What follows belongs to an exercise in optimizing a design on an open flow for small area, a short achievable clock period and few clock cycles per item; a production flow would make more cautious choices. In this exercise RTL edits were held to simulation tests only and were not proved equivalent to the original.

==> inputs of run G <==
## pow_5_seq
module pow_5_seq
(
    input         clock,
    input         reset_n,
    input         run,
    input  [17:0] n,
    output        ready,
    output [17:0] n_pow_5
);
Settings: LEC_CHECK=0, CAP_MARGIN=20, CORE_MARGIN=2, CORE_UTILIZATION=40, SETUP_SLACK_MARGIN=1.7, SLEW_MARGIN=20; clock period 5.8 ns.
standard.sh (not shown) runs the stock make flow with config.mk's settings and CLKGATE_MAP_FILE= SYNTH_SCRIPT=/design/flow/synth_recipe.tcl, a recipe that flattens the netlist after the stock synthesis.
==> flow/flow/run.sh <==
#!/bin/bash
set -euo pipefail
W=$PWD
PLAT=${FLOW_PLATFORM:-sky130hd}
RES=$W/orfs/results/$PLAT/pow_5_seq/base
REF=$W/ref/results/$PLAT/pow_5_seq/base

# reference: the unchanged standard synthesis, in its own work folder
sed 's#WORK_HOME=\([^ ]*\)/orfs #WORK_HOME=\1/ref #' standard.sh > ref_standard.sh
bash ref_standard.sh "$REF/1_2_yosys.v" > ref_synth.log 2>&1

# our synthesis
bash standard.sh "SYNTH_ARGS=-noabc" "$RES/1_2_yosys.v" > synth_noabc.log 2>&1
if ! python3 flow/match_regs.py "$REF/1_2_yosys.v" "$RES/1_2_yosys.v" > match_regs.log 2>&1; then
  echo "flip-flops do not pair; using the standard synthesis netlist" >> match_regs.log
  cp "$REF/1_2_yosys.v" "$RES/1_2_yosys.v"
  cp "$REF/1_2_yosys.sdc" "$RES/1_2_yosys.sdc"
fi

bash standard.sh "SYNTH_ARGS=-noabc" "BUFFER_PORTS_ARGS=-buffer_cell sky130_fd_sc_hd__buf_1" \
  "CTS_ARGS=-sink_clustering_enable -repair_clock_nets -dont_use_dummy_load -root_buf sky130_fd_sc_hd__clkbuf_8 -buf_list sky130_fd_sc_hd__clkbuf_8" \
  finish > standard_flow.log 2>&1
Other scripts of this flow, unchanged in this note and not shown: flow/flow/match_regs.py
==> run B (differences from run G) <==
--- a/flow/design.v
+++ b/flow/design.v
@@ -309,36 +309,39 @@
     reg r_w144;
     reg r_w143;
     reg r_w158;
     reg r_w145;
     reg r_w160;
     reg r_w162;
+    reg r_w185;
+    reg r_w163;
     reg r_w186;
     reg r_w187;
-    reg r_w188;
     reg r_w118;
+    reg r_w108;
+    reg r_w110;
     reg r_w199;
-    reg r_w211;
     reg r_w223;
     reg r_w224;
     reg r_w221;
-    reg r_w238;
+    reg r_w222;
     reg r_w219;
     reg r_w246;
+    reg r_w210;
+    reg r_w259;
     reg r_n_0;
     reg r_w1;
     reg r_w2;
     reg r_w3;
     reg r_w4;
     reg r_w5;
     reg r_w205;
     reg r_w275;
     reg r_w276;
     reg r_w277;
     reg r_w278;
-    reg r_w279;
     reg [16:0] lut_a5;
     always @(*)
         case ({n[5], n[4], n[3], n[2], n[1], n[0]})
             6'd0: lut_a5 = 17'b00000000000000000;
             6'd1: lut_a5 = 17'b00000000000000000;
             6'd2: lut_a5 = 17'b00000000000010000;
@@ -760,15 +763,15 @@
     assign w182 = w153 ^ w155;
     assign w183 = w157 ^ w178;
     assign w184 = w179 ^ w180;
     assign w185 = w181 ^ w182;
     assign w186 = w183 ^ w184;
     assign w187 = w159 ^ w161;
-    assign w188 = w185 ^ w163;
+    assign w188 = r_w185 ^ r_w163;
     assign w189 = r_w186 ^ r_w187;
-    assign w190 = r_w188 ^ w189;
+    assign w190 = w188 ^ w189;
     assign w191 = w165 ^ w190;
     assign w192 = w167 ^ w191;
     assign w193 = w6 & w32;
     assign w194 = w7 & w33;
     assign w195 = w8 & w90;
     assign w196 = w9 & w92;
@@ -783,13 +786,13 @@
     assign w205 = w6 ^ w32;
     assign w206 = w7 ^ w33;
     assign w207 = w8 ^ w90;
     assign w208 = w9 ^ w92;
     assign w209 = w94 ^ w96;
     assign w210 = w100 ^ w102;
-    assign w211 = w108 ^ w110;
+    assign w211 = r_w108 ^ r_w110;
     assign w212 = r_w118 ^ w120;
     assign w213 = w121 ^ w132;
     assign w214 = w146 ^ w148;
     assign w215 = w166 ^ w168;
     assign w216 = w169 ^ w192;
     assign w217 = w3 & w2;
@@ -798,49 +801,49 @@
     assign w220 = w206 & w205;
     assign w221 = w196 | (w208 & w195);
     assign w222 = w208 & w207;
     assign w223 = w198 | (w210 & w197);
     assign w224 = w210 & w209;
     assign w225 = w200 | (w212 & r_w199);
-    assign w226 = w212 & r_w211;
+    assign w226 = w212 & w211;
     assign w227 = w202 | (w214 & w201);
     assign w228 = w214 & w213;
     assign w229 = w204 | (w216 & w203);
     assign w230 = w216 & w215;
     assign w231 = w2 & w1;
     assign w232 = w217 & w1;
     assign w233 = w205 & w218;
     assign w234 = w220 & w218;
     assign w235 = w197 | (w209 & w221);
     assign w236 = w209 & w222;
     assign w237 = r_w223 | (r_w224 & r_w221);
-    assign w238 = w224 & w222;
+    assign w238 = r_w224 & r_w222;
     assign w239 = w201 | (w213 & w225);
     assign w240 = w213 & w226;
     assign w241 = w227 | (w228 & w225);
     assign w242 = w228 & w226;
     assign w243 = w4 & w232;
     assign w244 = w218 & w232;
     assign w245 = w233 & w232;
     assign w246 = w234 & w232;
-    assign w247 = r_w199 | (r_w211 & w237);
-    assign w248 = r_w211 & r_w238;
+    assign w247 = r_w199 | (w211 & w237);
+    assign w248 = w211 & w238;
     assign w249 = w225 | (w226 & w237);
-    assign w250 = w226 & r_w238;
+    assign w250 = w226 & w238;
     assign w251 = w239 | (w240 & w237);
-    assign w252 = w240 & r_w238;
+    assign w252 = w240 & w238;
     assign w253 = w241 | (w242 & w237);
-    assign w254 = w242 & r_w238;
+    assign w254 = w242 & w238;
     assign w255 = w195 | (w207 & w219);
     assign w256 = w207 & w246;
     assign w257 = w221 | (w222 & w219);
     assign w258 = w222 & w246;
     assign w259 = w235 | (w236 & w219);
     assign w260 = w236 & w246;
-    assign w261 = w237 | (r_w238 & r_w219);
-    assign w262 = r_w238 & r_w246;
+    assign w261 = w237 | (w238 & r_w219);
+    assign w262 = w238 & r_w246;
     assign w263 = w247 | (w248 & r_w219);
     assign w264 = w248 & r_w246;
     assign w265 = w249 | (w250 & r_w219);
     assign w266 = w250 & r_w246;
     assign w267 = w251 | (w252 & r_w219);
     assign w268 = w252 & r_w246;
@@ -851,14 +854,14 @@
     assign w273 = w229 | (w230 & w269);
     assign w274 = w230 & w270;
     assign w275 = w206 ^ w193;
     assign w276 = w207 ^ w219;
     assign w277 = w208 ^ w255;
     assign w278 = w209 ^ w257;
-    assign w279 = w210 ^ w259;
-    assign w280 = r_w211 ^ w261;
+    assign w279 = r_w210 ^ r_w259;
+    assign w280 = w211 ^ w261;
     assign w281 = w212 ^ w263;
     assign w282 = w213 ^ w265;
     assign w283 = w214 ^ w267;
     assign w284 = w215 ^ w269;
     assign w285 = w216 ^ w271;
     always @(posedge clock) begin
@@ -874,33 +877,36 @@
         r_w144 <= w144;
         r_w143 <= w143;
         r_w158 <= w158;
         r_w145 <= w145;
         r_w160 <= w160;
         r_w162 <= w162;
+        r_w185 <= w185;
+        r_w163 <= w163;
         r_w186 <= w186;
         r_w187 <= w187;
-        r_w188 <= w188;
         r_w118 <= w118;
+        r_w108 <= w108;
+        r_w110 <= w110;
         r_w199 <= w199;
-        r_w211 <= w211;
         r_w223 <= w223;
         r_w224 <= w224;
         r_w221 <= w221;
-        r_w238 <= w238;
+        r_w222 <= w222;
         r_w219 <= w219;
         r_w246 <= w246;
+        r_w210 <= w210;
+        r_w259 <= w259;
         r_n_0 <= n[0];
         r_w1 <= w1;
         r_w2 <= w2;
         r_w3 <= w3;
         r_w4 <= w4;
         r_w5 <= w5;
         r_w205 <= w205;
         r_w275 <= w275;
         r_w276 <= w276;
         r_w277 <= w277;
         r_w278 <= w278;
-        r_w279 <= w279;
     end
-    assign n_pow_5 = {w285, w284, w283, w282, w281, w280, r_w279, r_w278, r_w277, r_w276, r_w275, r_w205, r_w5, r_w4, r_w3, r_w2, r_w1, r_n_0};
+    assign n_pow_5 = {w285, w284, w283, w282, w281, w280, w279, r_w278, r_w277, r_w276, r_w275, r_w205, r_w5, r_w4, r_w3, r_w2, r_w1, r_n_0};
 endmodule
Settings changed: CORE_UTILIZATION 40 to 60.
==> results.cfg <==
[status]
status = no timing/DRC/antenna violations

[cells_and_area]
seq_area_share_pct = 19.93
final_cells = 557

[routing]
viasPerCell = 6.242
The numbers above come from run B.

==> results.cfg <==
[status]
status = no timing/DRC/antenna violations

[cells_and_area]
final_cells = 631
seq_area_share_pct = 18.07

[routing]
viasPerCell = 5.680
The numbers above come from run G.

Testbench counts of run G, summed over its fixed seeds: cycles 24,000, items 24,000.
Testbench counts of run B, summed over its fixed seeds: cycles 24,000, items 24,000.

re-timing with driven ports:
Ports are ideal in the flow. The routed layouts listed here were re-timed in OpenROAD. Step 1: set_driving_cell puts a clkbuf_16 on clock and a buf_2 on each other input, an assumption about the parent block. Step 2 moves the port delays by t, midway between the first and last clock arrival at a register: inputs arrive t later, outputs are due t later. That takes back most of the time a late clock gives input paths. Slacks: no drivers / after step 1 / after step 2; pairs: no drivers / after step 1.
run | t, ns | setup slack, ns | latest minus earliest clock arrival (ns) | worst slew at a driven data input, ns
run G | 0.314 | 1.738 / 1.703 / 1.488 | 0.014 / 0.014 | 0.04
run B | 0.316 | 1.692 / 1.664 / 1.590 | 0.014 / 0.013 | 0.03
After both steps every run listed still meets setup and hold. The setup slack of run G, which loses most, moves by -0.035 ns with the drivers and by -0.250 ns with both steps.
